This design comes from an exercise in tuning for small area, a short achievable clock period and few clock cycles on the open sky130 flow, not from production work.
The RTL was checked by simulation tests, not by an equivalence proof against the original design.
Power figures rest on the tool's default switching activity, not on a simulated workload.

--- config.mk ---
export PLATFORM = sky130hd
export DESIGN_NAME = myCPU
export DESIGN_NICKNAME = myCPU
export VERILOG_FILES = /design/flow/design.v
export SDC_FILE = /design/flow/constraint.sdc
export NUM_CORES = 4
export LEC_CHECK = 0
export CAP_MARGIN = 20
export CORE_MARGIN = 2
export CORE_UTILIZATION = 30
export SETUP_SLACK_MARGIN = 5
export SLEW_MARGIN = 20
--- constraint.sdc ---
create_clock -name core_clock -period 10.0 [get_ports {cpu_clk}]
set_input_delay 2.0000 -clock core_clock [delete_from_list [all_inputs] [get_ports {cpu_clk}]]
set_output_delay 2.0000 -clock core_clock [all_outputs]
set_load 0.01 [all_outputs]
--- design.v ---
`timescale 1ns / 1ps
module myCPU (
    input  wire         cpu_rst,
    input  wire         cpu_clk,
    output wire [13:0]  inst_addr,
    input  wire [31:0]  inst,
    output wire [31:0]  Bus_addr,
    input  wire [31:0]  Bus_rdata,
    output wire         Bus_wen,
    output wire [31:0]  Bus_wdata
);
    genvar gi, gl;
    localparam WA = 4;           
    localparam NA = 32 / WA;
    localparam WC = 8;           
    localparam NC = 32 / WC;
    reg  [31:0]   e_pc4;     
    reg  [31:0]   e_tgt;     
    reg  [WA-1:0] e_s0;      
    reg  [31:WA]  e_sa;      
    reg  [31:WA]  e_sb;      
    reg  [NA-1:0] e_g;       
    reg  [NA-1:1] e_p;       
    reg  [NC-1:0] e_eq;      
    reg  [NC-1:0] e_lt;      
    reg  [31:0]   e_a;       
    reg  [31:0]   e_b;       
    reg  [4:0]    e_sh;      
    reg           e_sra;
    reg  [4:0]    e_rd;
    reg  [2:0]    e_f3;
    reg           s_add, s_slt, s_xor, s_or, s_and, s_sr, s_sl;
    reg           s_ld, s_pc4, s_tgt;
    reg           e_we;      
    reg           e_st;
    reg           e_rmw;     
    reg           e_jal;
    reg           e_jalr;
    reg           e_br;
    reg           e_beqt;    
    reg           e_binv;    
    wire [NA-1:0] cg [0:3];
    wire [NA-1:0] cp [0:3];
    assign cg[0] = e_g;
    assign cp[0] = {e_p, 1'b0};
    generate
        for (gl = 0; gl < 3; gl = gl + 1) begin : g_lvl
            for (gi = 0; gi < NA; gi = gi + 1) begin : g_el
                if (gi >= (1 << gl)) begin : g_c
                    assign cg[gl+1][gi] = cg[gl][gi] | cp[gl][gi] & cg[gl][gi - (1 << gl)];
                    assign cp[gl+1][gi] = cp[gl][gi] & cp[gl][gi - (1 << gl)];
                end else begin : g_p
                    assign cg[gl+1][gi] = cg[gl][gi];
                    assign cp[gl+1][gi] = cp[gl][gi];
                end
            end
        end
    endgenerate
    wire [NA-1:0] cin_k = {cg[3][NA-2:0], 1'b0};
    wire [31:0] ag;
    assign ag[WA-1:0] = e_s0;
    generate
        for (gi = 1; gi < NA; gi = gi + 1) begin : g_sel
            assign ag[WA*gi +: WA] = cin_k[gi] ? e_sb[WA*gi +: WA] : e_sa[WA*gi +: WA];
        end
    endgenerate
    wire c_eq = &e_eq;
    wire c_lt = e_lt[3] | e_eq[3] & (e_lt[2] | e_eq[2] & (e_lt[1] | e_eq[1] & e_lt[0]));
    wire taken = e_jal | e_br & (e_binv ^ (e_beqt ? c_eq : c_lt));
    wire [31:0] jt  = {ag[31:1], 1'b0};
    wire [31:0] npc = e_jalr ? jt : taken ? e_tgt : e_pc4;
    wire signed [32:0] sh_ext = {e_sra & e_a[31], e_a};
    wire signed [32:0] sh_out = sh_ext >>> e_sh;
    wire [31:0] sh_r = sh_out[31:0];
    wire [31:0] sh_l;
    generate
        for (gi = 0; gi < 32; gi = gi + 1) begin : g_rev2
            assign sh_l[gi] = sh_r[31 - gi];
        end
    endgenerate
    wire [31:0] rsh = Bus_rdata >> {e_s0[1:0], 3'b000};
    wire [31:0] ld = e_f3[1] ? Bus_rdata :
                     e_f3[0] ? {{16{~e_f3[2] & rsh[15]}}, rsh[15:0]} :
                               {{24{~e_f3[2] & rsh[7]}}, rsh[7:0]};
    wire [31:0] res = ({32{s_add}}  & ag) |
                      ({32{s_slt}}  & {31'b0, c_lt}) |
                      ({32{s_xor}}  & (e_a ^ e_b)) |
                      ({32{s_or}}   & (e_a | e_b)) |
                      ({32{s_and}}  & (e_a & e_b)) |
                      ({32{s_sr}}   & sh_r) |
                      ({32{s_sl}}   & sh_l) |
                      ({32{s_ld}}   & ld) |
                      ({32{s_pc4}}  & e_pc4) |
                      ({32{s_tgt}}  & e_tgt);
    wire [3:0] wm = e_f3[0] ? (e_s0[1] ? 4'b1100 : 4'b0011) :
                              (4'b0001 << e_s0[1:0]);
    wire [31:0] merged = {wm[3] ? e_b[31:24] : Bus_rdata[31:24],
                          wm[2] ? e_b[23:16] : Bus_rdata[23:16],
                          wm[1] ? e_b[15:8]  : Bus_rdata[15:8],
                          wm[0] ? e_b[7:0]   : Bus_rdata[7:0]};
    assign inst_addr = npc[15:2];
    assign Bus_addr  = ag;
    assign Bus_wen   = e_st;
    assign Bus_wdata = e_b;
    reg [31:0] rf [1:31];
    always @(posedge cpu_clk) begin
        if (e_we)
            rf[e_rd] <= res;
    end
    wire [4:0] op  = inst[6:2];
    wire [2:0] f3  = inst[14:12];
    wire [4:0] rs1 = inst[19:15];
    wire [4:0] rs2 = inst[24:20];
    wire [4:0] rd  = inst[11:7];
    wire is_lui   = (op == 5'b01101);
    wire is_auipc = (op == 5'b00101);
    wire is_jal   = (op == 5'b11011);
    wire is_jalr  = (op == 5'b11001);
    wire is_br    = (op == 5'b11000);
    wire is_ld    = (op == 5'b00000);
    wire is_st    = (op == 5'b01000);
    wire is_opi   = (op == 5'b00100);
    wire is_op    = (op == 5'b01100);
    wire is_alu   = is_op | is_opi;
    reg [31:0] rf1, rf2;
    integer ri;
    always @(*) begin
        rf1 = 32'd0;
        rf2 = 32'd0;
        for (ri = 1; ri < 32; ri = ri + 1) begin
            rf1 = rf1 | ({32{rs1 == ri[4:0]}} & rf[ri]);
            rf2 = rf2 | ({32{rs2 == ri[4:0]}} & rf[ri]);
        end
    end
    wire [31:0] r1 = (e_we && e_rd == rs1) ? res : rf1;
    wire [31:0] r2 = (e_we && e_rd == rs2) ? res : rf2;
    wire [31:0] imm_i = {{21{inst[31]}}, inst[30:20]};
    wire [31:0] imm_s = {{21{inst[31]}}, inst[30:25], inst[11:7]};
    wire [31:0] imm_b = {{20{inst[31]}}, inst[7], inst[30:25], inst[11:8], 1'b0};
    wire [31:0] imm_u = {inst[31:12], 12'b0};
    wire [31:0] imm_j = {{12{inst[31]}}, inst[19:12], inst[20], inst[30:21], 1'b0};
    wire        use_r2 = is_op | is_br;
    wire [31:0] imm_a  = is_st ? imm_s : imm_i;
    wire [31:0] opb    = use_r2 ? r2 : imm_a;
    wire        sub   = is_op & inst[30] & (f3 == 3'b000);
    wire [31:0] addb  = sub ? ~r2 : opb;
    wire [WA+1:0] d_s0c = {1'b0, r1[WA-1:0], sub} + {1'b0, addb[WA-1:0], sub};
    wire [31:WA]  d_sa, d_sb;
    wire [NA-1:1] d_g, d_p;
    generate
        for (gi = 1; gi < NA; gi = gi + 1) begin : g_add
            wire [WA:0]   t0 = {1'b0, r1[WA*gi +: WA]} + {1'b0, addb[WA*gi +: WA]};
            wire [WA+1:0] t1 = {1'b0, r1[WA*gi +: WA], 1'b1} + {1'b0, addb[WA*gi +: WA], 1'b1};
            assign d_sa[WA*gi +: WA] = t0[WA-1:0];
            assign d_g[gi]           = t0[WA];
            assign d_sb[WA*gi +: WA] = t1[WA:1];
            assign d_p[gi]           = t1[WA+1];
        end
    endgenerate
    wire sgn = is_br ? ~f3[1] : ~f3[0];
    wire [NC-1:0] d_eq, d_ltu;
    generate
        for (gi = 0; gi < NC; gi = gi + 1) begin : g_cmp
            assign d_eq[gi]  = (r1[WC*gi +: WC] == opb[WC*gi +: WC]);
            assign d_ltu[gi] = (r1[WC*gi +: WC] <  opb[WC*gi +: WC]);
        end
    endgenerate
    wire d_ltt = (sgn & (r1[31] ^ opb[31])) ? r1[31] : d_ltu[NC-1];
    wire [31:0] imm_t = is_br ? imm_b : is_jal ? imm_j : imm_u;
    wire [31:0] t_j = jt + imm_t;
    wire [31:0] t_t = e_tgt + imm_t;
    wire [31:0] t_p = e_pc4 + imm_t;
    wire [31:0] d_tgt = is_lui ? imm_u : e_jalr ? t_j : taken ? t_t : t_p;
    wire        shl = is_alu & (f3 == 3'b001);
    wire [31:0] r1_rev;
    generate
        for (gi = 0; gi < 32; gi = gi + 1) begin : g_rev
            assign r1_rev[gi] = r1[31 - gi];
        end
    endgenerate
    wire rmw1 = is_st & ~f3[1] & ~e_rmw;     
    wire rmw2 = e_rmw;                       
    wire [31:0] st_data = f3[1] ? r2 :
                          f3[0] ? {2{r2[15:0]}} : {4{r2[7:0]}};
    always @(posedge cpu_clk) begin
        e_tgt  <= d_tgt;
        e_s0   <= d_s0c[WA:1];
        e_sa   <= d_sa;
        e_sb   <= d_sb;
        e_g    <= {d_g, d_s0c[WA+1]};
        e_p    <= d_p;
        e_eq   <= d_eq;
        e_lt   <= {d_ltt, d_ltu[NC-2:0]};
        e_a    <= shl ? r1_rev : r1;
        e_b    <= rmw2 ? merged : is_st ? st_data : opb;
        e_sh   <= opb[4:0];
        e_sra  <= inst[30] & (f3 == 3'b101);
        e_rd   <= rd;
        e_f3   <= f3;
        s_add  <= is_alu & (f3 == 3'b000);
        s_slt  <= is_alu & (f3[2:1] == 2'b01);
        s_xor  <= is_alu & (f3 == 3'b100);
        s_or   <= is_alu & (f3 == 3'b110);
        s_and  <= is_alu & (f3 == 3'b111);
        s_sr   <= is_alu & (f3 == 3'b101);
        s_sl   <= shl;
        s_ld   <= is_ld;
        s_pc4  <= is_jal | is_jalr;
        s_tgt  <= is_lui | is_auipc;
        e_beqt <= ~f3[2];
        e_binv <= f3[0];
    end
    always @(posedge cpu_clk or posedge cpu_rst) begin
        if (cpu_rst) begin
            e_pc4  <= 32'd0;
            e_we   <= 1'b0;
            e_st   <= 1'b0;
            e_rmw  <= 1'b0;
            e_jal  <= 1'b0;
            e_jalr <= 1'b0;
            e_br   <= 1'b0;
        end else begin
            e_pc4  <= rmw1 ? npc : npc + 32'd4;
            e_we   <= (is_lui | is_auipc | is_jal | is_jalr | is_ld | is_alu) & (rd != 5'd0);
            e_st   <= is_st & ~rmw1;
            e_rmw  <= rmw1;
            e_jal  <= is_jal;
            e_jalr <= is_jalr;
            e_br   <= is_br;
        end
    end
endmodule
--- run.sh ---
#!/bin/bash
# synth_recipe.tcl (not shown) runs the flow's synth.tcl, then flattens the netlist and writes it again
# the make line also repeats each setting of config.mk as NAME=value (left out here)
make -C /OpenROAD-flow-scripts/flow DESIGN_CONFIG=/design/flow/config.mk WORK_HOME=/design/flow/orfs CLKGATE_MAP_FILE= SYNTH_SCRIPT=/design/flow/synth_recipe.tcl finish
==> results.txt, run 1 <==
- The yosys synthesis warning count is 1.
- The total length of routed wires is 339,000 µm.
- Between clock sinks in the finished design, the worst skew comes to just over 0.05 ns.
- The area of the core region is 205,000 µm².
- During placement, the flow inserted port buffers numbering ~140.
- In this run the deepest clock path goes through 3 buffers.
- The number of antenna-violating nets in the routed design is 0.
- The clock period could shrink to approximately 5.1 ns.
- The maximum cell stage delay along the critical path is 0.39 ns.
- The top cell type by total area after synthesis is sky130_fd_sc_hd__edfxtp_1.
- In the final layout, the share of cells above drive strength 1 is 0.214.
- The category of the worst setup path capture point is a flop.
- The most critical setup path has its startpoint at inst[20].
- Compared with the post-synthesis result, the final layout area differs by 24.3%.
- Setup repair after global routing could not meet its margin everywhere.
- In the finished design, the share of the clock period the worst path needs comes to 0.508.
- The die is 458 µm tall.
- The area share of the largest cell type after synthesis is 0.498.
- The mean cell area of the mapped netlist is 11.8 µm².
- The H-tree level count is 4.
- Using the TritonRoute via totals, the vias-per-cell ratio works out to around 7.
- The root cell of the clock tree is sky130_fd_sc_hd__clkbuf_16.
- The wire length of the first global-routing pass is 446,000 µm.
- The total number of placement rows is approximately 170.
- The worst reg2reg path startpoint is e_lt[2].
- The worst hold path depth is 2.
- The final setup slack of the worst path is roughly 4.9 ns.
- The leading register cell type out of synthesis is sky130_fd_sc_hd__edfxtp_1.
- Synthesis inferred 1,232 register bits.
- The worst-case IR drop observed on VDD is 0.000169 V.
- Data arrives at the worst endpoint at around 5.7 ns.
- The endpoint required time on the critical path is 10.67 ns.
- TritonCTS built the clock tree.
- The final estimated routing congestion in global placement is approximately 1.
- In the post-synthesis netlist, the biggest area contributors are sky130_fd_sc_hd__edfxtp_1, sky130_fd_sc_hd__a22oi_1, sky130_fd_sc_hd__dfxtp_1.
- After detailed routing, the average wire length per cell comes to 40.0 µm.
- The cell type of the slowest stage on the worst timing path is sky130_fd_sc_hd__nand4_1.
- The final global-route overflow total is 0.
- Counting every net in the synthesized netlist gives 5,491.
- The floorplan step defined a die boundary enclosing 209,000 µm².
- The source-to-sink clock delay at the later pin of the worst-skew pair is 0.82 ns.
- Yosys mapped the design onto between 90 and 100 distinct sky130hd cell types.
- Headroom to the max-slew limit came out at 0.142.
- Before CTS, the worst setup slack after placement is between 2 and 2.5 ns.
- Walking the worst path, the cells encountered are buf_6 > buf_6 > nor2b_4 > and2_4 > buf_12 > a22oi_1 > nand2_1 > nor4_2 > nand4_1 > o21ai_4 > o21ai_4 > mux2_4 > ha_4 > fa_2 > a21o_1 > a21o_1.
- The count of flip-flops with a built-in enable after synthesis is 1,024.
- The cell count after synthesis is 5,244.
- The pin count of the biggest net entering global routing is 50.
- The category of the critical setup timing path is input port to flop.
- The count of final hold-check violations is 0.
- The width of the die is about 460 µm.
- The run finished with no timing, DRC or antenna violations.
- The detailed router placed 57,620 vias in this run.
- The most frequent cell after synthesis is sky130_fd_sc_hd__edfxtp_1.
- The setup TNS is 0 ns.
- The number of primary I/O pins is between 100 and 150.
- The min-delay analysis places its worst path in the category flop to flop.
- The number of cell instances on the worst register-to-register path is 36.
- Based on the critical path, the design can be clocked at up to just under 200 MHz.
- The transition time at the pin with the least slew margin is 1.28 ns.
- In the global route stage, overall resource usage came out at 0.307.
- The first routing iteration left 14,127 violations.
- Max-cap violations in this run came to 0.
- The starting density of the core is 0.302.
- The share of flip-flops with an asynchronous set or reset is 0.0308.
- The filler cell count is 19,467.
- For this run, the register share of the synthesized area comes to 0.569.
- The clock input transition at the sequential cells of the worst setup and hold paths is 0.06 ns.
- The number of antenna violations at the first check in global routing is 16.
- In the routed design, unresolved DRC markers number 0.
- The via count of the first global-routing pass is about 53,000.
- The netlist area before placement is 61,700 µm².
- The number of pins with negative max-slew slack in the final report is 0.
- The startpoint identified for the worst hold timing path is e_tgt[0].
- Buffers inserted to repair hold after CTS numbered 0.
- STA classifies the critical path startpoint as an input port.
- The number of failing setup endpoints in the final timing report is 0.
- The clock buffer count from CTS is 132.
- The first TritonRoute pass finished after 14 iterations.
- The net count of the finished layout is 5,910.
- By count the netlist is led by sky130_fd_sc_hd__edfxtp_1, sky130_fd_sc_hd__a22oi_1, sky130_fd_sc_hd__nand2_1, sky130_fd_sc_hd__nor2_1, sky130_fd_sc_hd__clkbuf_1.
- For this design the static power due to leakage is 0.0284 µW.
- Detailed placement finished with a half-perimeter wire length of 195,000 µm.
- The total power per unit cell area is about 190 nW/µm².
- The clock net in this run drives a total of 1,232 sinks.
- The largest fanout of any net on the critical path is 24.
[per-layer routing]
layer | share of wire | wire length, µm | global-route usage | vias up
li1 | - | - | - | 21586
met1 | 0.33 | 113000 | 0.365 | 27653
met2 | 0.39 | 133000 | 0.429 | 6417
met3 | 0.17 | 57800 | 0.139 | 1939
met4 | 0.10 | 34100 | 0.237 | 25
met5 | 0.0014 | 476 | 0.0115 | -
[metrics by stage]
stage / std cells / utilization / instance area (µm²) / power (µW) / hold slack (ns)
floorplan: 5244 / - / 62200 / 7620 / 0.489
global placement: 7919 / 0.331 / 67700 / 8940 / 0.513
detailed placement: 7919 / 0.331 / 67700 / 8980 / 0.523
CTS: 8359 / 0.367 / 75100 / 14200 / 0.540
global route: 8461 / 0.375 / 76700 / 14800 / 0.586
finish: 8472 / 0.375 / 76700 / 14600 / 0.551
[power by group]
group | total, µW | switching [µW] | internal [µW]
clock | 5110 | 2260 | 2850
sequential | 6210 | 338 | 5870
combinational | 3240 | 2020 | 1230
total | 14600 | 4610 | 9950
[layout by cell type (no fill, tap or decap), types with 23 or more instances in the layout]
master                            Yosys  layout
sky130_fd_sc_hd__o21ai_0            132      92
sky130_fd_sc_hd__nor3_1              98      86
sky130_fd_sc_hd__inv_1              204     191
sky130_fd_sc_hd__a21oi_1            132     119
sky130_fd_sc_hd__clkdlybuf4s50_1      0      98
sky130_fd_sc_hd__dfxtp_1            170     156
sky130_fd_sc_hd__dfrtp_1             38      37
sky130_fd_sc_hd__ha_1               165     148
sky130_fd_sc_hd__nand2b_1            43      38
sky130_fd_sc_hd__a211oi_1            31      29
sky130_fd_sc_hd__edfxtp_1          1024    1024
sky130_fd_sc_hd__nand2_1            401     389
sky130_fd_sc_hd__a222oi_1            94      94
sky130_fd_sc_hd__o21ai_1             33      30
sky130_fd_sc_hd__xnor2_1             56      56
sky130_fd_sc_hd__buf_4               15     370
sky130_fd_sc_hd__xor2_1              39      39
sky130_fd_sc_hd__nor2b_1             33      31
sky130_fd_sc_hd__o22ai_1             24      23
sky130_fd_sc_hd__and3_1              48      47
sky130_fd_sc_hd__nor2_1             278     194
sky130_fd_sc_hd__nand3_1            179     160
sky130_fd_sc_hd__nor2_4               0      83
sky130_fd_sc_hd__mux2i_1             90      81
sky130_fd_sc_hd__nand4_1            112     112
sky130_fd_sc_hd__mux2_2              50      36
sky130_fd_sc_hd__buf_12               1      56
sky130_fd_sc_hd__o21ai_2              5      27
sky130_fd_sc_hd__buf_6                6      69
sky130_fd_sc_hd__clkbuf_16            0     137
sky130_fd_sc_hd__a22oi_1            879     876
sky130_fd_sc_hd__clkinv_2             0      23
sky130_fd_sc_hd__a21o_1              91      90
sky130_fd_sc_hd__mux4_2              51      51
[worst paths after layout]
| path | end | slack, ns |
|---|---|---|
| max in group asynchronous | e_jal | 7.45 |
| hold / removal | e_pc4[0] | 0.55 |
| hold reg to reg | e_pc4[0] | 0.55 |
| setup / recovery | cg[0][2] | 4.92 |
| setup reg to reg | e_pc4[19] | 5.03 |
| min in group asynchronous | e_pc4[9] | 1.80 |
[what timing repair did]
action / 4_1_cts / 5_1_grt
cloned: 12 / 3
pin swaps: 73 / 56
gates resized for setup: 356 / 220
setup buffers: 187 / 94
setup endpoints to repair: 201 / 98
[kinds of logic (layout without fill, tap and decap cells)]
group	count (synthesis)	after routing	synth area share
simple gates	1341	1345	0.106
other cells	0	14	0
fa+ha+maj	181	181	0.0386
buf+inv	578	1094	0.0376
xor+xnor	95	95	0.0135
mux	194	194	0.0433
compound gates	1623	1629	0.193
flops	1232	1232	0.569
[worst max-delay path: cells and delay by family]
| kind | cells | cell delay (ns) |
|---|---|---|
| compound gates | 5 | 1.00 |
| fa+ha+maj | 2 | 0.53 |
| simple gates | 5 | 1.09 |
| buf+inv | 3 | 0.67 |
| mux | 1 | 0.29 |
[sequential cells by signal, summed over array words and instances (netlist names), 5 cells and up]
| name | cells |
|---|---|
| e_tgt | 32 |
| e_a | 32 |
| e_sb | 28 |
| rf | 992 |
| e_sa | 28 |
| e_p | 6 |
| e_b | 32 |
| e_sh | 5 |
| e_pc4 | 32 |
| e_rd | 5 |
| cg | 7 |
[final cells by class]
cell class | count | area, µm² | area share
diodes | 14 | 35.0 | 0.000457
flip-flops and latches | 1232 | 35100 | 0.458
well taps | 2688 | 3360 | 0.0438
clock inverters | 82 | 910 | 0.0119
repair inverters | 2 | 10.0 | 0.000130
clock buffers | 159 | 3500 | 0.0456
inverters | 209 | 806 | 0.0105
repair buffers | 642 | 6200 | 0.0808
multi-input cells | 3444 | 26800 | 0.349
Testbench counts, summed over its fixed seeds: cycles 179,035.
==> run 2, diff against run 1 <==
--- a/design.v
+++ b/design.v
@@ -34,5 +34,4 @@
     reg           e_we;      
     reg           e_st;
-    reg           e_rmw;     
     reg           e_jal;
     reg           e_jalr;
@@ -93,14 +92,14 @@
                       ({32{s_pc4}}  & e_pc4) |
                       ({32{s_tgt}}  & e_tgt);
-    wire [3:0] wm = e_f3[0] ? (e_s0[1] ? 4'b1100 : 4'b0011) :
+    wire [3:0] wm = e_f3[1] ? 4'b1111 :
+                    e_f3[0] ? (e_s0[1] ? 4'b1100 : 4'b0011) :
                               (4'b0001 << e_s0[1:0]);
-    wire [31:0] merged = {wm[3] ? e_b[31:24] : Bus_rdata[31:24],
-                          wm[2] ? e_b[23:16] : Bus_rdata[23:16],
-                          wm[1] ? e_b[15:8]  : Bus_rdata[15:8],
-                          wm[0] ? e_b[7:0]   : Bus_rdata[7:0]};
     assign inst_addr = npc[15:2];
     assign Bus_addr  = ag;
     assign Bus_wen   = e_st;
-    assign Bus_wdata = e_b;
+    assign Bus_wdata = {wm[3] ? e_b[31:24] : Bus_rdata[31:24],
+                        wm[2] ? e_b[23:16] : Bus_rdata[23:16],
+                        wm[1] ? e_b[15:8]  : Bus_rdata[15:8],
+                        wm[0] ? e_b[7:0]   : Bus_rdata[7:0]};
     reg [31:0] rf [1:31];
     always @(posedge cpu_clk) begin
@@ -141,8 +140,9 @@
     wire [31:0] imm_j = {{12{inst[31]}}, inst[19:12], inst[20], inst[30:21], 1'b0};
     wire        use_r2 = is_op | is_br;
+    wire        sub    = is_op & inst[30] & (f3 == 3'b000);
     wire [31:0] imm_a  = is_st ? imm_s : imm_i;
-    wire [31:0] opb    = use_r2 ? r2 : imm_a;
-    wire        sub   = is_op & inst[30] & (f3 == 3'b000);
-    wire [31:0] addb  = sub ? ~r2 : opb;
+    wire [31:0] opb    = ({32{use_r2}} & r2) | ({32{~use_r2}} & imm_a);
+    wire [31:0] addb   = ({32{use_r2 & ~sub}} & r2) | ({32{sub}} & ~r2) |
+                         ({32{~use_r2}} & imm_a);
     wire [WA+1:0] d_s0c = {1'b0, r1[WA-1:0], sub} + {1'b0, addb[WA-1:0], sub};
     wire [31:WA]  d_sa, d_sb;
@@ -179,6 +179,4 @@
         end
     endgenerate
-    wire rmw1 = is_st & ~f3[1] & ~e_rmw;     
-    wire rmw2 = e_rmw;                       
     wire [31:0] st_data = f3[1] ? r2 :
                           f3[0] ? {2{r2[15:0]}} : {4{r2[7:0]}};
@@ -193,5 +191,5 @@
         e_lt   <= {d_ltt, d_ltu[NC-2:0]};
         e_a    <= shl ? r1_rev : r1;
-        e_b    <= rmw2 ? merged : is_st ? st_data : opb;
+        e_b    <= is_st ? st_data : opb;
         e_sh   <= opb[4:0];
         e_sra  <= inst[30] & (f3 == 3'b101);
@@ -208,6 +206,6 @@
         s_pc4  <= is_jal | is_jalr;
         s_tgt  <= is_lui | is_auipc;
-        e_beqt <= ~f3[2];
-        e_binv <= f3[0];
+        e_beqt <= is_br & ~f3[2];
+        e_binv <= is_br & f3[0];
     end
     always @(posedge cpu_clk or posedge cpu_rst) begin
@@ -216,13 +214,11 @@
             e_we   <= 1'b0;
             e_st   <= 1'b0;
-            e_rmw  <= 1'b0;
             e_jal  <= 1'b0;
             e_jalr <= 1'b0;
             e_br   <= 1'b0;
         end else begin
-            e_pc4  <= rmw1 ? npc : npc + 32'd4;
+            e_pc4  <= npc + 32'd4;
             e_we   <= (is_lui | is_auipc | is_jal | is_jalr | is_ld | is_alu) & (rd != 5'd0);
-            e_st   <= is_st & ~rmw1;
-            e_rmw  <= rmw1;
+            e_st   <= is_st;
             e_jal  <= is_jal;
             e_jalr <= is_jalr;
==> flow/run.sh (new file) <==
#!/bin/bash
# The standard layout (standard.sh, with config.mk's settings), with one
# change to how it is made: the port buffers are plain sky130_fd_sc_hd__buf_4
# cells. make's full output goes to flow_make.log; ORFS keeps each step's log
# under orfs/logs/.
set -euo pipefail
bash standard.sh "BUFFER_PORTS_ARGS=-buffer_cell sky130_fd_sc_hd__buf_4" finish > flow_make.log 2>&1
==> standard.sh (new file) <==
#!/bin/bash
# synth_recipe.tcl (not shown) runs the flow's synth.tcl, then flattens the netlist and writes it again
# the make line also repeats each setting of config.mk as NAME=value (left out here)
make -C /OpenROAD-flow-scripts/flow DESIGN_CONFIG=/design/flow/config.mk WORK_HOME=/design/flow/orfs CLKGATE_MAP_FILE= SYNTH_SCRIPT=/design/flow/synth_recipe.tcl "${@:-finish}"
removed: run.sh
==> run 2 against run 1 <==
Sequential share of layout area up 1.8 points. Combinational power about the same. Wire length down 5.4%. Flip-flop and latch count did not move. Count of clock-buffer cells in the layout shrank 8. Register-to-register slack better by 0.09 ns. Global-route usage decreased by 1.8 points. Area after synthesis shrank 0.89%. Critical path depth is 1 lower. Non-clock buffer count shrank 166. Cell count decreased by 2.7%. Fmax shrank 0.28%.
==> results.txt, run 2 <==
- The top achievable clock speed was 196 MHz (-0.28%).
- The total die area is 208,000 µm² (-0.88%).
- The source-to-sink clock delay at the later pin of the worst-skew pair was 0.83 ns (about the same).
- The largest fanout of any net on the critical path came to 18 (-25%).
- The width of the die is 456 µm (-0.44%).
- The starting density of the core is 0.302 (+0.000662).
- The number of vias after detailed routing is 56,124 (-2.6%).
- The flip-flop count of the largest register, all copies and words added is 992 (unchanged).
- The part of the power in combinational logic was 0.228 (+0.005).
- The cell count after synthesis is 5,212 (-0.61%).
- The total number of placement rows is 165 (-0.60%).
- The proportion of layout cells with a drive suffix above 1 is 0.189 (-0.0252).
- The worst hold margin is 0.614 ns (+0.0627 ns).
- The clock input transition at the sequential cells of the worst setup and hold paths was 0.07 ns (about the same).
- The height of the die is 456 µm (-0.44%).
- The number of antenna-violating nets in the routed design came to 0 (unchanged).
- The area of the core region is 202,000 µm² (-1.1%).
- The root cell of the clock tree is sky130_fd_sc_hd__clkbuf_16.
- The average wire per cell in the routed design is 38.9 µm (-2.7%).
- The yosys synthesis warning count is 1 (unchanged).
- The total met2 wirelength after detailed routing came to 126,000 µm (-5.6%).
- The count of final hold-check violations is 0 (unchanged).
- The synthesis-stage register bit count was 1,232 (unchanged).
- The minimum clock period after layout came to 5.09 ns (+0.0144 ns).
- The count of clock tree sinks is 1,232 (unchanged).
- The routed wire length on met3 came to 61,300 µm (+6.1%).
- The share of synthesized area occupied by flip-flops and latches came to 0.569 (about the same).
- The setup TNS is 0 ns (unchanged).
- The netlist area before placement is 61,200 µm² (-0.89%).
- The cell leakage power is 0.0266 µW (-6.2%).
- The category of the worst setup path capture point is a flop.
- The worst setup path is launched from an input port.
- The all-layer global routing usage is 0.289 (-0.0182).
- The half-perimeter wire length after detailed placement came to 183,000 µm (-6.0%).
- The number of primary I/O pins is 145 (unchanged).
- The max-capacitance violation count is 0 (unchanged).
- The final global-route overflow total is 0 (unchanged).
- The filler cell count is 19,481 (+0.072%).
- The area growth from synthesis to layout is 19.4%.
- The via-per-instance ratio came to 6.81 (+0.13%).
- The worst setup slack after placement was 3.17 ns (+0.875 ns).
- The deepest clock path buffer count came to 3 (unchanged).
- The endpoint required time on the critical path is 10.67 ns (about the same).
- The area share of the largest cell type after synthesis is 0.487 (-0.0112).
- The area of the multi-input gates is 26,000 µm² (-2.7%).
- The final critical-path share of the clock period was 0.509 (+0.00144).
- The met1 routed wirelength after detailed routing is 108,000 µm (-4.2%).
- The net switching power figure is 4610 µW (about the same).
- The library cell used most frequently in the layout, excluding fill and tap cells, is sky130_fd_sc_hd__edfxtp_1.
- The first-pass iteration count of the detailed router is 13 (-1).
- The worst slew slack as a fraction of its limit came to 0.152 (+0.00943).
- The number of hold buffers added after cts is 0 (unchanged).
- The utilization after layout is 0.361 (-0.0139).
- The post-synthesis cell type count was 87 (-9.4%).
- The total length of routed wires is 320,000 µm (-5.4%).
- The final setup slack of the worst path is 4.91 ns (-0.0144 ns).
- The mean cell area of the mapped netlist is 11.7 µm² (-0.28%).
- The class of the most critical hold timing path is flop to flop.
- The run finished with no timing, DRC or antenna violations.
- Ranked by instance count, the synthesized netlist is headed by sky130_fd_sc_hd__edfxtp_1, sky130_fd_sc_hd__a22oi_1, sky130_fd_sc_hd__nand2_1, sky130_fd_sc_hd__nor2_1, sky130_fd_sc_hd__clkbuf_1.
- The highest metal layer carrying signal wires in the routed design is met5.
- The post-route cell area is 73,000 µm² (-4.8%).
- The H-tree level count came to 3 (-1).
- The clock buffer count from CTS was 119 (-9.8%).
- The worst-case clock skew was 0.0834 ns (+0.0324 ns).
- The total power per unit cell area is 196 nW/µm² (+3.4%).
- Setup repair after global routing could not meet its margin everywhere.
- The worst IR drop on VDD is 0.000152 V (-9.9%).
- The data arrival time at the worst-slack endpoint is 5.76 ns (+0.02 ns).
- The biggest area contributor in the post-synthesis netlist is sky130_fd_sc_hd__edfxtp_1.
- The port buffer count was 142 (unchanged).
- The number of failing setup endpoints in the final timing report was 0 (unchanged).
- The final estimated routing congestion in global placement is 1.00 (+1.0%).
- The register name with the most flops is rf.
- The post-detailed-placement cell area is 66,500 µm² (-1.9%).
- The number of pins with negative max-slew slack in the final report came to 0 (unchanged).
- The leading register cell type out of synthesis is sky130_fd_sc_hd__edfxtp_1.
- The DRC violation total after the first TritonRoute iteration was 13,492 (-4.5%).
- The layout net count is 5,708 (-3.4%).
- By area the synthesized netlist is led by sky130_fd_sc_hd__edfxtp_1, sky130_fd_sc_hd__a22oi_1, sky130_fd_sc_hd__dfxtp_1.
- The share of flip-flops with an asynchronous set or reset is 0.0300 (-0.000812).
- The wire length of the first global-routing pass is 421,000 µm (-5.6%).
- The via count of the first global-routing pass is 50,781 (-3.8%).
- The internal cell power is 9720 µW (-2.3%).
- The transition time at the pin with the least slew margin was 1.27 ns (-0.00847 ns).
- The part of the total power dissipated in sequential elements came to 0.437 (+0.010).
- The clock network fraction of design power is 0.335 (-0.016).
- The CTS tree is built.
- The remaining design rule violation count is 0 (unchanged).
- The net count of the mapped netlist is 5,459 (-0.58%).
- Leaving out fill and tap cells, the most frequent cells in the layout are sky130_fd_sc_hd__edfxtp_1, sky130_fd_sc_hd__a22oi_1, sky130_fd_sc_hd__nand2_1.
- The pin count of the biggest net entering global routing is 53 (+6.0%).
- The category of the critical setup timing path is input port to flop.
- The number of antenna violations at the first check in global routing is 15 (-1).
- sky130_fd_sc_hd__edfxtp_1 is the most common cell in the netlist.
- The switching share of power is 0.322 (+0.00499).
- The count of flip-flops with a built-in enable after synthesis is 992 (-3.1%).
- The storage element area is 34,800 µm² (-0.99%).
## run 2: area by class of cell
| cell class | instances | area share |
|---|---|---|
| Inverter | 178 | 0.00932 |
| Clock buffer | 151 | 0.0449 |
| Clock inverter | 70 | 0.0109 |
| Antenna cell | 8 | 0.000274 |
| Multi-Input combinational cell | 3454 | 0.356 |
| Sequential cell | 1232 | 0.476 |
| Timing Repair Buffer | 476 | 0.0563 |
| Tap cell | 2672 | 0.0458 |
## run 2: final timing paths
check | start | end | slack [ns] | cells past startpoint
max | inst[22] | cg[0][1] | 4.91 | 15
min | e_tgt[0] | e_pc4[0] | 0.61 | 2
max reg2reg | e_sh[0] | e_sa[23] | 5.12 | 13
min reg2reg | e_tgt[0] | e_pc4[0] | 0.61 | 2
max in group asynchronous | cpu_rst | e_jal | 8.20 | 3
min in group asynchronous | cpu_rst | e_pc4[2] | 1.38 | 3
## run 2: per-layer routing
layer  GRT usage  up-vias
met4       0.167       27
li1            -    21117
met2       0.403     6377
met1       0.354    26942
met3       0.149     1661
met5     0.00390        -
## run 2: repair_timing
action / in CTS / in global routing
endpoints found under the setup margin: 130 / 92
gates cloned: 3 / 7
gates resized for setup: 135 / 115
setup buffers: 100 / 50
pin swaps: 46 / 21
## run 2: stage by stage
step / std cells / power, µW
6_report: 8241 / 14300
5_1_grt: 8233 / 14600
4_1_cts: 8176 / 14100
3_5_place_dp: 7852 / 9280
3_3_place_gp: 7852 / 9240
2_1_floorplan: 5212 / 7870
## run 2: power groups by stage
stage                     Combinational, µW  Clock (µW)  Sequential (µW)
after global routing                   3390        4990             6260
after CTS                              3040        4790             6240
final                                  3260        4810             6260
after global placement                 2910           0             6330
after detailed placement               2940           0             6340
after floorplan                        1740           0             6130
## run 2: cell families after synthesis
group / share of synthesized area
muxes: 0.0465
AOI/OAI and AO/OA: 0.196
adders and majority gates: 0.0390
xor gates and xnor gates: 0.0133
and+or+nand+nor: 0.102
buffers and inverters: 0.0345
DFF: 0.569
## run 2: worst max-delay path: stages
cell and delay (ns):
sky130_fd_sc_hd__buf_4 0.21, sky130_fd_sc_hd__or3_1 0.57, sky130_fd_sc_hd__nor2_4 0.25, sky130_fd_sc_hd__buf_6 0.38, sky130_fd_sc_hd__a222oi_1 0.15, sky130_fd_sc_hd__nand3_1 0.14, sky130_fd_sc_hd__nor3_1 0.06, sky130_fd_sc_hd__nand3_2 0.18
sky130_fd_sc_hd__o21ai_4 0.16, sky130_fd_sc_hd__and2_1 0.22, sky130_fd_sc_hd__or3_1 0.35, sky130_fd_sc_hd__ha_1 0.25, sky130_fd_sc_hd__fa_1 0.46, sky130_fd_sc_hd__a21o_1 0.19, sky130_fd_sc_hd__a21o_1 0.16
Testbench counts of run 2, summed over its fixed seeds: cycles 176,016.
==> run 3, diff against run 2 <==
--- a/config.mk
+++ b/config.mk
@@ -9,4 +9,5 @@
 export CORE_MARGIN = 2
 export CORE_UTILIZATION = 30
+export CTS_BUF_LIST = sky130_fd_sc_hd__clkbuf_8
 export SETUP_SLACK_MARGIN = 5
 export SLEW_MARGIN = 20
==> run 3 against run 2 <==
Fmax increased by 0.29%. Total power decreased by 2.9%. Core utilization decreased by 0.27 points. Count of clock-buffer cells in the layout increased by 47. Non-clock buffer count decreased by 6. Via count about the same. Worst hold slack got worse by 0.023 ns. Combinational power about the same. Critical path depth decreased by 1. Cell area decreased by 0.74%. Wire length decreased by 1.4%. Cell count increased by 1.4%. Critical path type unchanged. Critical endpoint is now e_p[0].
==> results.txt, run 3 <==
- The utilization after layout is 0.358 (-0.00268).
- The DRC violation total after the first TritonRoute iteration is 13,245 (-1.8%).
- The width of the die is 456 µm (unchanged).
- The number of hold buffers added after cts is 0 (unchanged).
- The cell count after synthesis is 5,212 (unchanged).
- The starting density of the core is 0.302 (unchanged).
- The total die area is 208,000 µm² (unchanged).
- Traced cell by cell, the critical path runs through buf_4 > or3_1 > nor2_4 > buf_4 > buf_6 > a22oi_1 > nand3_1 > nor2_1 > and3_1 > a21oi_1 > ha_1 > nor2b_1 > o21ai_0 > nand2b_1.
- The worst slew slack as a fraction of its limit came to 0.192 (+0.0406).
- The yosys synthesis warning count came to 1 (unchanged).
- The data arrival time at the worst-slack endpoint came to 5.88 ns (+0.12 ns).
- The worst register-to-register path ends at e_p[1].
- For this run, the leading register cell type out of synthesis is sky130_fd_sc_hd__edfxtp_1.
- The most frequent cell after synthesis is sky130_fd_sc_hd__edfxtp_1.
- The H-tree level count is 4 (+1).
- The number of cell instances on the worst register-to-register path was 14 (+1).
- The via count of the first global-routing pass was 51,167 (+0.76%).
- The final global-route overflow total was 0 (unchanged).
- The count of clock tree sinks was 1,232 (unchanged).
- The deepest clock path buffer count is 3 (unchanged).
- The total number of placement rows is 165 (unchanged).
- The kind of cell adding the most delay to the critical path is simple AND/OR/NAND/NOR gates.
- The number of buffer and inverter stages on the critical path is 3 (+1).
- The netlist area before placement is 61,200 µm² (unchanged).
- STA classifies the critical path startpoint as an input port.
- The total length of routed wires was 316,000 µm (-1.4%).
- The transition time at the pin with the least slew margin came to 1.21 ns (-0.0608 ns).
- Ranked by total cell area, the synthesized netlist is headed by sky130_fd_sc_hd__edfxtp_1, sky130_fd_sc_hd__a22oi_1, sky130_fd_sc_hd__dfxtp_1.
- Setup repair after global routing could not meet its margin everywhere.
- The worst-case clock skew was 0.100 ns (+0.0166 ns).
- The layout-stage area growth over the synthesis result is 18.5%.
- The number of primary I/O pins is 145 (unchanged).
- The area of the core region is 202,000 µm² (unchanged).
- The post-detailed-placement cell area is 66,500 µm² (unchanged).
- The first-pass iteration count of the detailed router is 12 (-1).
- The worst IR drop on VDD was 0.000146 V (-3.8%).
- The launch instance of the worst min-delay path is e_tgt[0].
- The proportion of layout cells with a drive suffix above 1 is 0.195 (+0.00622).
- The final estimated routing congestion in global placement came to 1.00 (unchanged).
- The most frequent standard cell in the layout excluding fill and tap cells is sky130_fd_sc_hd__edfxtp_1.
- The number of failing setup endpoints in the final timing report is 0 (unchanged).
- The number of antenna violations at the first check in global routing is 11 (-4).
- The minimum clock period after layout came to 5.08 ns (-0.0145 ns).
- The top achievable clock speed is 197 MHz (+0.29%).
- The average wire per cell in the routed design is 37.8 µm (-2.8%).
- The final critical-path share of the clock period came to 0.508 (-0.00145).
- The number of vias after detailed routing is 56,149 (+0.045%).
- The register name with the most flops is rf.
- The count of final hold-check violations was 0 (unchanged).
- The root cell of the clock tree is sky130_fd_sc_hd__clkbuf_8.
- The height of the die is 456 µm (unchanged).
- The flip-flop count of the largest register, all copies and words added is 992 (unchanged).
- The class of the most critical hold timing path is flop to flop.
- The all-layer global routing usage came to 0.287 (-0.00234).
- The clock buffer count from CTS is 190 (+60%).
- For hold timing, the worst endpoint is e_pc4[0].
- Counting instances in the post-synthesis netlist gives the leading cell types as sky130_fd_sc_hd__edfxtp_1, sky130_fd_sc_hd__a22oi_1, sky130_fd_sc_hd__nand2_1, sky130_fd_sc_hd__nor2_1, sky130_fd_sc_hd__clkbuf_1.
- The worst hold path depth came to 2 (unchanged).
- The clock input transition at the sequential cells of the worst setup and hold paths was 0.07 ns (about the same).
- The max-capacitance violation count is 0 (unchanged).
- The post-synthesis cell type count was 87 (unchanged).
- The setup path with the least slack is of type input port to flop.
- The half-perimeter wire length after detailed placement came to 183,000 µm (unchanged).
- The synthesized design spends more area on one cell type than any other, namely sky130_fd_sc_hd__edfxtp_1.
- The layout net count is 5,770 (+1.1%).
- The wire length of the first global-routing pass is 418,000 µm (-0.56%).
- The total design power is 13,900 µW (-2.9%).
- The cell type of the slowest stage on the worst timing path is sky130_fd_sc_hd__a21oi_1.
- The net count of the mapped netlist is 5,459 (unchanged).
- The total power per unit cell area is 192 nW/µm² (-2.1%).
- In the layout the commonest cells are sky130_fd_sc_hd__edfxtp_1, sky130_fd_sc_hd__a22oi_1, sky130_fd_sc_hd__buf_4.
- The maximum cell stage delay along the critical path came to 0.61 ns (+0.04 ns).
- The number of pins with negative max-slew slack in the final report is 0 (unchanged).
- The mean cell area of the mapped netlist is 11.7 µm² (unchanged).
- The pin count of the biggest net entering global routing was 53 (unchanged).
- The cell occurring most often along the worst timing path is sky130_fd_sc_hd__buf_4.
- The share of flip-flops with an asynchronous set or reset is 0.0300 (unchanged).
- The count of flip-flops with a built-in enable after synthesis is 992 (unchanged).
- The post-route cell area is 72,500 µm² (-0.74%).
- The remaining design rule violation count is 0 (unchanged).
- The source-to-sink clock delay at the later pin of the worst-skew pair is 1.01 ns (+0.18 ns).
- The share of synthesized area occupied by flip-flops and latches is 0.569 (unchanged).
- The synthesis-stage register bit count was 1,232 (unchanged).
- The via-per-instance ratio is 6.72 (-1.4%).
- The port buffer count came to 142 (unchanged).
- The worst setup slack for register-to-register paths is 5.08 ns (-0.04 ns).
- TritonCTS built the clock tree.
- The worst reg2reg path startpoint is e_sh[0].
- The setup TNS was 0 ns (unchanged).
- The cell leakage power is 0.0266 µW (about the same).
- The run finished with no timing, DRC or antenna violations.
- The largest fanout of any net on the critical path is 19 (+1).
- The category of the worst setup path capture point is a flop.
- The endpoint required time on the critical path came to 10.80 ns (+0.13 ns).
- The number of antenna-violating nets in the routed design is 0 (unchanged).
- The area share of the largest cell type after synthesis is 0.487 (unchanged).
## run 3: cell counts after synthesis
No cell type changed its count.
## run 3: logic make-up after synthesis
logic type	share of synthesized area
AO/OA/AOI/OAI	0.196
flip-flops	0.569
buffers and inverters	0.0345
multiplexers	0.0465
XOR/XNOR	0.0133
adder cells (fa/ha/maj)	0.0390
AND/OR/NAND/NOR	0.102
## run 3: worst max-delay path by stage
stage              from      endpoint  slack (ns)  cells past startpoint
2_1_floorplan  inst[23]      cg[0][3]        4.91                     17
3_3_place_gp   inst[20]      cg[0][1]        3.17                     15
3_5_place_dp   inst[20]      cg[0][1]        3.17                     15
4_1_cts          e_jalr  inst_addr[7]        4.91                      5
5_1_grt        inst[21]      e_sb[31]        4.96                     16
6_report       inst[19]        e_p[0]        4.92                     14
## run 3: area by class of cell
class                   count  area [µm²]
clock buffers             198        2730
inverters                 178         682
fillers                 19630      130000
clock inverters           152        1060
flip-flops and latches   1232       34800
diodes                      6        15.0
well taps                2672        3340
multi-input cells        3451       25900
repair buffers            470        3950
## run 3: worst reg2reg max path: stages, from the launching register on
cell and delay [ns]:
sky130_fd_sc_hd__dfxtp_2 0.33, sky130_fd_sc_hd__buf_6 0.36, sky130_fd_sc_hd__mux4_2 0.73, sky130_fd_sc_hd__nand2_1 0.12, sky130_fd_sc_hd__nand2_1 0.15, sky130_fd_sc_hd__mux4_2 0.56
sky130_fd_sc_hd__a221o_2 0.73, sky130_fd_sc_hd__o21ai_4 0.40, sky130_fd_sc_hd__mux2i_1 0.13, sky130_fd_sc_hd__and2_1 0.18, sky130_fd_sc_hd__ha_1 0.23, sky130_fd_sc_hd__fa_1 0.46
sky130_fd_sc_hd__nor2b_1 0.15, sky130_fd_sc_hd__o21ai_0 0.09, sky130_fd_sc_hd__nand2b_1 0.20
## run 3: report_power, final
group / switching (µW) / total [µW] / internal, µW
registers: 369 / 6270 / 5900
clock network: 2230 / 4360 / 2130
logic: 2110 / 3290 / 1180
## run 3: stage by stage
step	hold slack (ns)	worst slack (ns)	instances
detailed placement	0.573	3.17	7852
global route	0.638	4.96	8353
finish	0.591	4.92	8359
floorplan	0.490	4.91	5212
global placement	0.565	3.17	7852
CTS	0.587	4.91	8299
## run 3: timing repair
item | CTS | global route
setup buffers | 97 | 50
endpoints found under the setup margin | 130 | 89
gates resized for setup | 127 | 113
pin swaps | 44 | 19
cloned | 0 | 4
hold endpoints to repair | 0 | 0
## run 3: metal layers
metal	wire length (µm)	GRT usage	vias up	part of all wire
li1	-	-	21254	-
met2	125000	0.399	6205	0.39
met1	109000	0.358	27050	0.35
met4	25300	0.174	20	0.080
met5	205	0.000918	-	0.00065
met3	56700	0.133	1620	0.18
==> run 4, diff against run 3 <==
--- a/config.mk
+++ b/config.mk
@@ -10,4 +10,5 @@
 export CORE_UTILIZATION = 30
 export CTS_BUF_LIST = sky130_fd_sc_hd__clkbuf_8
+export PLACE_DENSITY = 0.5
 export SETUP_SLACK_MARGIN = 5
 export SLEW_MARGIN = 20
==> run 4 against run 3 <==
Via count shrank 1.9%. Sequential share of layout area is essentially flat. Wire length grew 4.9%. Largest power group unchanged. Die area is the same. Flip-flop and latch count is the same. Cell area is essentially flat. Global-route usage grew 1.6 points.
==> results.txt, run 4 <==
- The H-tree level count is 4 (unchanged).
- The setup TNS was 0 ns (unchanged).
- The number of buffer and inverter stages on the critical path was 2 (-1).
- The worst hold path depth is 2 (unchanged).
- The data arrival time at the worst-slack endpoint was 5.91 ns (+0.03 ns).
- The number of pins with negative max-slew slack in the final report is 0 (unchanged).
- Broken down by cell family, the worst path's largest delay share belongs to simple AND/OR/NAND/NOR gates.
- The launch instance of the worst min-delay path is e_tgt[0].
- Sorting the synthesized cells by area gives the leading types as sky130_fd_sc_hd__edfxtp_1, sky130_fd_sc_hd__a22oi_1, sky130_fd_sc_hd__dfxtp_1.
- The cell leakage power is 0.0266 µW (-0.24%).
- The area share of the largest cell type after synthesis is 0.487 (unchanged).
- The netlist area before placement is 61,200 µm² (unchanged).
- The clock input transition at the sequential cells of the worst setup and hold paths is 0.07 ns (about the same).
- The number of hold buffers added after cts was 0 (unchanged).
- In this run the clock root is driven by a sky130_fd_sc_hd__clkbuf_8.
- The number of antenna-violating nets in the routed design is 0 (unchanged).
- The critical path goes through buf_4 > or3_1 > nor2_4 > clkbuf_8 > a22oi_1 > nand2_1 > nor3_1 > nand3_1 > o21ai_2 > and2_1 > or3_1 > ha_1 > fa_1 > a21o_1 > a21o_1.
- The width of the die is 456 µm (unchanged).
- The top achievable clock speed is 197 MHz (-0.12%).
- The final critical-path share of the clock period is 0.508 (+0.000609).
- The cell count after synthesis is 5,212 (unchanged).
- The all-layer global routing usage came to 0.302 (+0.0156).
- The category of the critical setup timing path is input port to flop.
- The register name with the most flops is rf.
- The run finished with no timing, DRC or antenna violations.
- The category of the worst setup path capture point is a flop.
- Setup repair after global routing could not meet its margin everywhere.
- The endpoint required time on the critical path is 10.83 ns (+0.03 ns).
- The remaining design rule violation count is 0 (unchanged).
- The startpoint identified for the worst register-to-register timing path is e_sh[1].
- The total power per unit cell area was 194 nW/µm² (+1.1%).
- The proportion of layout cells with a drive suffix above 1 is 0.194 (-0.000934).
- The worst-case clock skew is 0.0830 ns (-0.0170 ns).
- The number of failing setup endpoints in the final timing report is 0 (unchanged).
- The worst setup slack after placement is 3.17 ns (-0.00309 ns).
- The half-perimeter wire length after detailed placement is 192,000 µm (+4.6%).
- The minimum clock period after layout is 5.08 ns (+0.00609 ns).
- The wire length of the first global-routing pass is 436,000 µm (+4.3%).
- The capture point of the worst reg-to-reg path is e_p[5].
- The clock buffer count from CTS is 199 (+4.7%).
- By count the netlist is led by sky130_fd_sc_hd__edfxtp_1, sky130_fd_sc_hd__a22oi_1, sky130_fd_sc_hd__nand2_1, sky130_fd_sc_hd__nor2_1, sky130_fd_sc_hd__clkbuf_1.
- The via count of the first global-routing pass came to 51,278 (+0.22%).
- The count of clock tree sinks is 1,232 (unchanged).
- The storage element area was 34,800 µm² (about the same).
- The cell type of the slowest stage on the worst timing path is sky130_fd_sc_hd__or3_1.
- The via-per-instance ratio was 6.60 (-1.7%).
- The largest fanout of any net on the critical path is 22 (+3).
- The starting density of the core is 0.302 (unchanged).
- The top cell type by total area after synthesis is sky130_fd_sc_hd__edfxtp_1.
- The synthesis-stage register bit count is 1,232 (unchanged).
- The layout-stage area growth over the synthesis result is 18.5% (about the same).
- The count of flip-flops with a built-in enable after synthesis is 992 (unchanged).
- The port buffer count came to 142 (unchanged).
- TritonCTS built the clock tree.
- The DRC violation total after the first TritonRoute iteration is 11,772 (-11%).
- The layout net count was 5,747 (-0.40%).
- The worst IR drop on VDD came to 0.000179 V (+22%).
- STA classifies the critical path startpoint as an input port.
- The number of primary I/O pins came to 145 (unchanged).
- The share of synthesized area occupied by flip-flops and latches came to 0.569 (unchanged).
- The mean cell area of the mapped netlist came to 11.7 µm² (unchanged).
- The yosys synthesis warning count is 1 (unchanged).
- The startpoint of the worst setup timing path is inst[22].
- The total number of placement rows is 165 (unchanged).
- The most frequent standard cell in the layout excluding fill and tap cells is sky130_fd_sc_hd__edfxtp_1.
- The number of vias after detailed routing is 55,089 (-1.9%).
- The worst hold path terminates at e_pc4[0].
- sky130_fd_sc_hd__edfxtp_1 is the most common cell in the netlist.
- The source-to-sink clock delay at the later pin of the worst-skew pair is 0.98 ns (-0.03 ns).
- The average wire per cell in the routed design was 39.7 µm (+5.1%).
- The post-synthesis cell type count is 87 (unchanged).
- The top cell types in the final layout, fill and taps aside, are sky130_fd_sc_hd__edfxtp_1, sky130_fd_sc_hd__a22oi_1, sky130_fd_sc_hd__nand2_1.
- The max-capacitance violation count was 0 (unchanged).
- The transition time at the pin with the least slew margin is 1.17 ns (-0.0401 ns).
- The count of final hold-check violations is 0 (unchanged).
- The area of the multi-input gates is 26,000 µm² (+0.25%).
- The deepest clock path buffer count is 3 (unchanged).
- The net count of the mapped netlist was 5,459 (unchanged).
- The class of the most critical hold timing path is flop to flop.
- The pin count of the biggest net entering global routing is 52 (-1.9%).
- The number of antenna violations at the first check in global routing is 20 (+9).
- The total length of routed wires is 331,000 µm (+4.9%).
- The area of the core region is 202,000 µm² (unchanged).
- The flip-flop count of the largest register, all copies and words added is 992 (unchanged).
- The first-pass iteration count of the detailed router is 10 (-2).
- The final estimated routing congestion in global placement is 0.963 (-3.9%).
- The most used flip-flop cell after synthesis is sky130_fd_sc_hd__edfxtp_1.
- The final global-route overflow total is 0 (unchanged).
- The worst slew slack as a fraction of its limit came to 0.220 (+0.0281).
- The maximum cell stage delay along the critical path came to 0.57 ns (-0.04 ns).
- The worst setup slack for register-to-register paths is 5.15 ns (+0.07 ns).
- The number of cell instances on the worst register-to-register path was 13 (-1).
- The final setup slack of the worst path is 4.92 ns (-0.00609 ns).
- The height of the die came to 456 µm (unchanged).
- The filler cell count is 19,947 (+1.6%).
- The share of flip-flops with an asynchronous set or reset is 0.0300 (unchanged).
- The total die area came to 208,000 µm² (unchanged).
[run 4: cell counts after synthesis]
No cell type changed its count.
[run 4: area by class of cell]
type	count	area share
flip-flops and latches	1232	0.480
clock inverters	151	0.0144
inverters	178	0.00941
repair buffers	437	0.0506
well taps	2672	0.0461
diodes	12	0.000414
multi-input cells	3452	0.359
clock buffers	212	0.0403
[run 4: worst max-delay path by stage]
stage	endpoint	slack, ns	depth (start not counted)
global route	e_tgt[30]	4.88	16
CTS	inst_addr[11]	4.89	8
detailed placement	e_lt[0]	3.17	17
finish	cg[0][1]	4.92	15
global placement	cg[0][0]	3.18	17
floorplan	cg[0][3]	4.91	17
[run 4: worst min-delay path, delay by kind of cell, from the launching register on]
kind | cells | cell delay [ns]
flops | 1 | 0.35
mux | 1 | 0.09
simple gates | 1 | 0.08
[run 4: logic make-up (layout without fill, tap and decap cells)]
family	Yosys count	after routing	share of synthesized area
other	0	12	0
buffers and inverters	533	978	0.0345
XOR/XNOR	93	93	0.0133
AO/OA/AOI/OAI	1644	1646	0.196
multiplexers	213	213	0.0465
AND/OR/NAND/NOR	1316	1319	0.102
adder cells (fa/ha/maj)	181	181	0.0390
flip-flops	1232	1232	0.569
[run 4: power breakdown]
group | switching [µW] | total (µW) | internal, µW | leakage (µW)
registers | 377 | 6280 | 5900 | 0.0113
logic | 2130 | 3300 | 1170 | 0.0130
clock network | 2250 | 4500 | 2250 | 0.00221
total | 4750 | 14100 | 9320 | 0.0266
[run 4: per-stage QoR]
step / instances / area [µm²] / total power [µW] / utilization / hold WS [ns]
2_1_floorplan: 5212 / 61500 / 7870 / - / 0.490
3_3_place_gp: 7841 / 66300 / 9310 / 0.328 / 0.546
3_5_place_dp: 7842 / 66300 / 9340 / 0.328 / 0.543
4_1_cts: 8295 / 71700 / 13900 / 0.354 / 0.559
5_1_grt: 8338 / 72400 / 14400 / 0.358 / 0.607
6_report: 8346 / 72500 / 14100 / 0.358 / 0.560
[run 4: timing repair]
action | in CTS | in global routing
gates cloned | 2 | 3
resized for setup | 159 | 86
endpoints found under the setup margin | 140 | 57
setup buffers | 88 | 35
pin swaps | 56 | 17
[run 4: per-layer routing]
| metal | part of all wire | track usage | wire length (µm) | up-vias |
|---|---|---|---|---|
| met2 | 0.41 | 0.440 | 137000 | 5378 |
| met1 | 0.36 | 0.381 | 119000 | 27157 |
| li1 | - | - | - | 21195 |
| met4 | 0.072 | 0.176 | 23800 | 22 |
| met3 | 0.15 | 0.114 | 51400 | 1337 |
| met5 | 0.00090 | 0.00574 | 299 | - |
==> run 5, diff against run 4 <==
==> flow/run.sh (replaced) <==
#!/bin/bash
# The standard layout (standard.sh, with config.mk's settings), with two
# changes to how it is made:
#  - the setup repair aims at a slack of 5.5 ns instead of config.mk's 5 (the
#    clock period and constraints are unchanged; config.mk's TNS_END_PERCENT
#    keeps the repair to the worst endpoints);
#  - the port buffers are plain sky130_fd_sc_hd__buf_4 cells.
# make's full output goes to flow_make.log; ORFS keeps each step's log under
# orfs/logs/.
set -euo pipefail
bash standard.sh SETUP_SLACK_MARGIN=5.5 "BUFFER_PORTS_ARGS=-buffer_cell sky130_fd_sc_hd__buf_4" finish > flow_make.log 2>&1
--- a/config.mk
+++ b/config.mk
@@ -10,5 +10,5 @@
 export CORE_UTILIZATION = 30
 export CTS_BUF_LIST = sky130_fd_sc_hd__clkbuf_8
-export PLACE_DENSITY = 0.5
 export SETUP_SLACK_MARGIN = 5
 export SLEW_MARGIN = 20
+export TNS_END_PERCENT = 10
==> run 5 against run 4 <==
Cell area is 2.0% higher. Largest cell class unchanged. Setup slack better by 0.20 ns. Wire length is 2.1% lower. Clock skew is 0.015 ns higher. Count of clock-buffer cells in the layout is 13 lower.
==> results.txt, run 5 <==
- The number of failing setup endpoints in the final timing report is 0 (unchanged).
- The biggest area contributor in the post-synthesis netlist is sky130_fd_sc_hd__edfxtp_1.
- The count of clock tree sinks is 1,232 (unchanged).
- The number of pins with negative max-slew slack in the final report was 0 (unchanged).
- The flip-flop count of the largest register, all copies and words added was 992 (unchanged).
- The area share of the largest cell type after synthesis was 0.487 (unchanged).
- The worst setup path is captured at a flop.
- The worst slew slack as a fraction of its limit came to 0.186 (-0.0340).
- The number of antenna-violating nets in the routed design came to 0 (unchanged).
- The half-perimeter wire length after detailed placement is 188,000 µm (-1.8%).
- The area of the core region is 202,000 µm² (unchanged).
- The starting density of the core was 0.302 (unchanged).
- The width of the die was 456 µm (unchanged).
- The wire length of the first global-routing pass is 427,000 µm (-2.1%).
- The source-to-sink clock delay at the later pin of the worst-skew pair was 1.00 ns (+0.02 ns).
- The average wire per cell in the routed design is 38.5 µm (-3.0%).
- The count of flip-flops with a built-in enable after synthesis is 992 (unchanged).
- The via count of the first global-routing pass is 52,943 (+3.2%).
- The port buffer count is 142 (unchanged).
- The worst-case clock skew is 0.0981 ns (+0.0151 ns).
- Setup repair after global routing could not meet its margin everywhere.
- The area of the multi-input gates is 26,700 µm² (+2.6%).
- The endpoint required time on the critical path was 10.78 ns (-0.05 ns).
- The all-layer global routing usage was 0.293 (-0.00957).
- The proportion of layout cells with a drive suffix above 1 was 0.221 (+0.0269).
- The worst IR drop on VDD was 0.000148 V (-17%).
- The cell count after synthesis is 5,212 (unchanged).
- The storage element area was 34,800 µm² (about the same).
- The post-synthesis cell type count came to 87 (unchanged).
- The net count of the mapped netlist is 5,459 (unchanged).
- The library cell used most frequently in the layout, excluding fill and tap cells, is sky130_fd_sc_hd__edfxtp_1.
- The clock input transition at the sequential cells of the worst setup and hold paths is 0.07 ns (about the same).
- The class of the most critical hold timing path is flop to flop.
- Counting instances in the post-synthesis netlist gives the leading cell types as sky130_fd_sc_hd__edfxtp_1, sky130_fd_sc_hd__a22oi_1, sky130_fd_sc_hd__nand2_1, sky130_fd_sc_hd__nor2_1, sky130_fd_sc_hd__clkbuf_1.
- The final estimated routing congestion in global placement is 0.978 (+1.5%).
- The first-pass iteration count of the detailed router came to 13 (+3).
- The top achievable clock speed is 205 MHz (+4.1%).
- The layer flagged by global routing as most heavily used is met2.
- The layout-stage area growth over the synthesis result is 20.8%.
- The setup TNS is 0 ns (unchanged).
- The filler cell count is 19,548 (-2.0%).
- The number of primary I/O pins is 145 (unchanged).
- The total power per unit cell area is 191 nW/µm² (-1.5%).
- The worst setup path is launched from a flop.
- The total number of placement rows was 165 (unchanged).
- The remaining design rule violation count is 0 (unchanged).
- The DRC violation total after the first TritonRoute iteration is 13,432 (+14%).
- The netlist area before placement is 61,200 µm² (unchanged).
- The met2 usage in global routing is 0.409 (-0.0313).
- The via-per-instance ratio was 6.83 (+3.4%).
- The most frequent cell after synthesis is sky130_fd_sc_hd__edfxtp_1.
- The clock buffer count from CTS is 190 (-4.5%).
- The minimum clock period after layout was 4.89 ns (-0.198 ns).
- The transition time at the pin with the least slew margin came to 1.21 ns (+0.0406 ns).
- The height of the die is 456 µm (unchanged).
- The worst setup slack after placement was 3.05 ns (-0.116 ns).
- The met3 global-route usage is 0.142 (+0.0278).
- The final global-route overflow total is 0 (unchanged).
- The run finished with no timing, DRC or antenna violations.
- The met1 track demand over resource in global routing is 0.352 (-0.0288).
- The CTS tree is built.
- The final critical-path share of the clock period is 0.489 (-0.0198).
- The layout net count came to 5,829 (+1.4%).
- The share of flip-flops with an asynchronous set or reset is 0.0300 (unchanged).
- The max-capacitance violation count is 0 (unchanged).
- The deepest clock path buffer count is 3 (unchanged).
- The number of hold buffers added after cts is 0 (unchanged).
- The data arrival time at the worst-slack endpoint came to 5.66 ns (-0.25 ns).
- The synthesis-stage register bit count was 1,232 (unchanged).
- The root cell of the clock tree is sky130_fd_sc_hd__clkbuf_8.
- The final setup slack of the worst path is 5.11 ns (+0.198 ns).
- The top cell types in the final layout, fill and taps aside, are sky130_fd_sc_hd__edfxtp_1, sky130_fd_sc_hd__a22oi_1, sky130_fd_sc_hd__buf_4.
- The H-tree level count is 4 (unchanged).
- The number of antenna violations at the first check in global routing is 25 (+25%).
- Yosys attributes the largest share of cell area to sky130_fd_sc_hd__edfxtp_1, sky130_fd_sc_hd__a22oi_1, sky130_fd_sc_hd__dfxtp_1.
- The leading register cell type out of synthesis is sky130_fd_sc_hd__edfxtp_1.
- The critical path is of the flop to flop type.
- The register name with the most flops is rf.
- The share of synthesized area occupied by flip-flops and latches is 0.569 (unchanged).
- The count of final hold-check violations is 0 (unchanged).
- The pin count of the biggest net entering global routing was 53 (+1.9%).
- The number of vias after detailed routing came to 57,538 (+4.4%).
- The total length of routed wires is 325,000 µm (-2.1%).
- The yosys synthesis warning count is 1 (unchanged).
- The cell leakage power is 0.0271 µW (+2.2%).
- The mean cell area of the mapped netlist is 11.7 µm² (unchanged).
- The largest fanout of any net on the critical path is 33 (+50%).
- The total die area is 208,000 µm² (unchanged).
## run 5: cell counts after synthesis
No cell type changed its count.
## run 5: cells by family (layout without fill, tap and decap cells)
family | Yosys count | after routing | share of synthesized area
compound gates | 1644 | 1651 | 0.196
simple gates | 1316 | 1320 | 0.102
flops | 1232 | 1232 | 0.569
buf+inv | 533 | 1052 | 0.0345
mux | 213 | 213 | 0.0465
fa+ha+maj | 181 | 181 | 0.0390
xor+xnor | 93 | 93 | 0.0133
other cells | 0 | 16 | 0
## run 5: routing by layer
layer | wire length, µm | up-vias | part of all wire
li1 | - | 21394 | -
met1 | 108000 | 27510 | 0.33
met2 | 125000 | 6572 | 0.39
met3 | 59900 | 2028 | 0.18
met4 | 30200 | 34 | 0.093
met5 | 921 | - | 0.0028
## run 5: worst paths after layout
kind | end | cells after the start | start | slack (ns)
max | cg[0][3] | 13 | e_a[23] | 5.11
min | e_pc4[0] | 2 | e_tgt[0] | 0.59
max reg2reg | cg[0][3] | 13 | e_a[23] | 5.11
min reg2reg | e_pc4[0] | 2 | e_tgt[0] | 0.59
max in group asynchronous | e_jal | 3 | cpu_rst | 8.36
min in group asynchronous | e_pc4[2] | 3 | cpu_rst | 1.20
## run 5: power breakdown
group	total [µW]	internal, µW	switching, µW	leakage, µW
sequential	6280	5900	382	0.0114
combinational	3440	1280	2160	0.0136
clock	4420	2210	2200	0.00219
total	14100	9390	4750	0.0271
## run 5: final cells by class
cell class | count | share of cell area
well taps | 2672 | 0.0452
multi-input cells | 3458 | 0.361
diodes | 16 | 0.000542
repair buffers | 522 | 0.0609
clock inverters | 153 | 0.0149
inverters | 178 | 0.00945
flip-flops and latches | 1232 | 0.471
clock buffers | 199 | 0.0371
## run 5: timing repair
item | 4_1_cts | 5_1_grt
resized for setup | 283 | 89
pin swaps | 73 | 24
cloned | 4 | 7
buffers inserted | 149 | 44
endpoints found under the setup margin | 214 | 148
## run 5: critical path, stage by stage (launching register included)
cell                       delay, ns
sky130_fd_sc_hd__dfxtp_1        0.72
sky130_fd_sc_hd__inv_1          0.18
sky130_fd_sc_hd__mux4_2         0.55
sky130_fd_sc_hd__mux4_2         0.57
sky130_fd_sc_hd__nor2_1         0.12
sky130_fd_sc_hd__a21oi_1        0.09
sky130_fd_sc_hd__o221ai_4       0.79
sky130_fd_sc_hd__o21ai_2        0.26
sky130_fd_sc_hd__mux2i_1        0.25
sky130_fd_sc_hd__nand2_1        0.09
sky130_fd_sc_hd__ha_2           0.22
sky130_fd_sc_hd__fa_2           0.41
sky130_fd_sc_hd__a21o_1         0.19
sky130_fd_sc_hd__a21o_1         0.26
## run 5: per-stage QoR
stage,utilization,std cells,hold WS [ns],area [µm²],total power (µW)
global placement,0.330,7858,0.546,66700,9210
finish,0.365,8430,0.585,73900,14100
floorplan,-,5212,0.490,61800,7900
CTS,0.361,8363,0.571,73000,13800
global route,0.365,8421,0.606,73900,14500
detailed placement,0.330,7858,0.556,66700,9250

==> re-timing with driven ports <==
Ports are ideal in the flow. The routed layouts listed here were re-timed in OpenROAD.
Step 1 sets driving cells, clkbuf_16 on the clock port and buf_2 on the other inputs (assumed; they add their load-dependent delay and slew).
Step 2 adds t to the input delays and takes it off the output delays; t is the mean of the earliest and latest rising clock arrival at the registers after step 1. Input paths then give back, and output paths get back, about the clock's delay inside the block.
Three values: ideal, step 1, step 2; two values: the first two.
run	t, ns	setup WS [ns]	hold slack, ns	worst setup path at the end	worst data-port slew with drivers (ns)
run 1	0.885	4.923 / 4.897 / 4.091	0.551 / 0.551 / 0.551	input to register	0.08
run 2	0.872	4.909 / 4.919 / 4.094	0.614 / 0.614 / 0.614	input to register	0.06
run 3	1.039	4.923 / 4.906 / 3.946	0.591 / 0.591 / 0.591	input to register	0.06
run 4	1.024	4.917 / 4.930 / 3.955	0.560 / 0.560 / 0.560	input to register	0.06
run 5	1.030	5.115 / 5.040 / 4.035	0.585 / 0.585 / 0.585	input to register	0.22
After both steps every run listed still meets setup and hold. For run 5, which loses most, drivers alone change the setup slack by -0.075 ns; drivers and shift together by -1.080 ns.
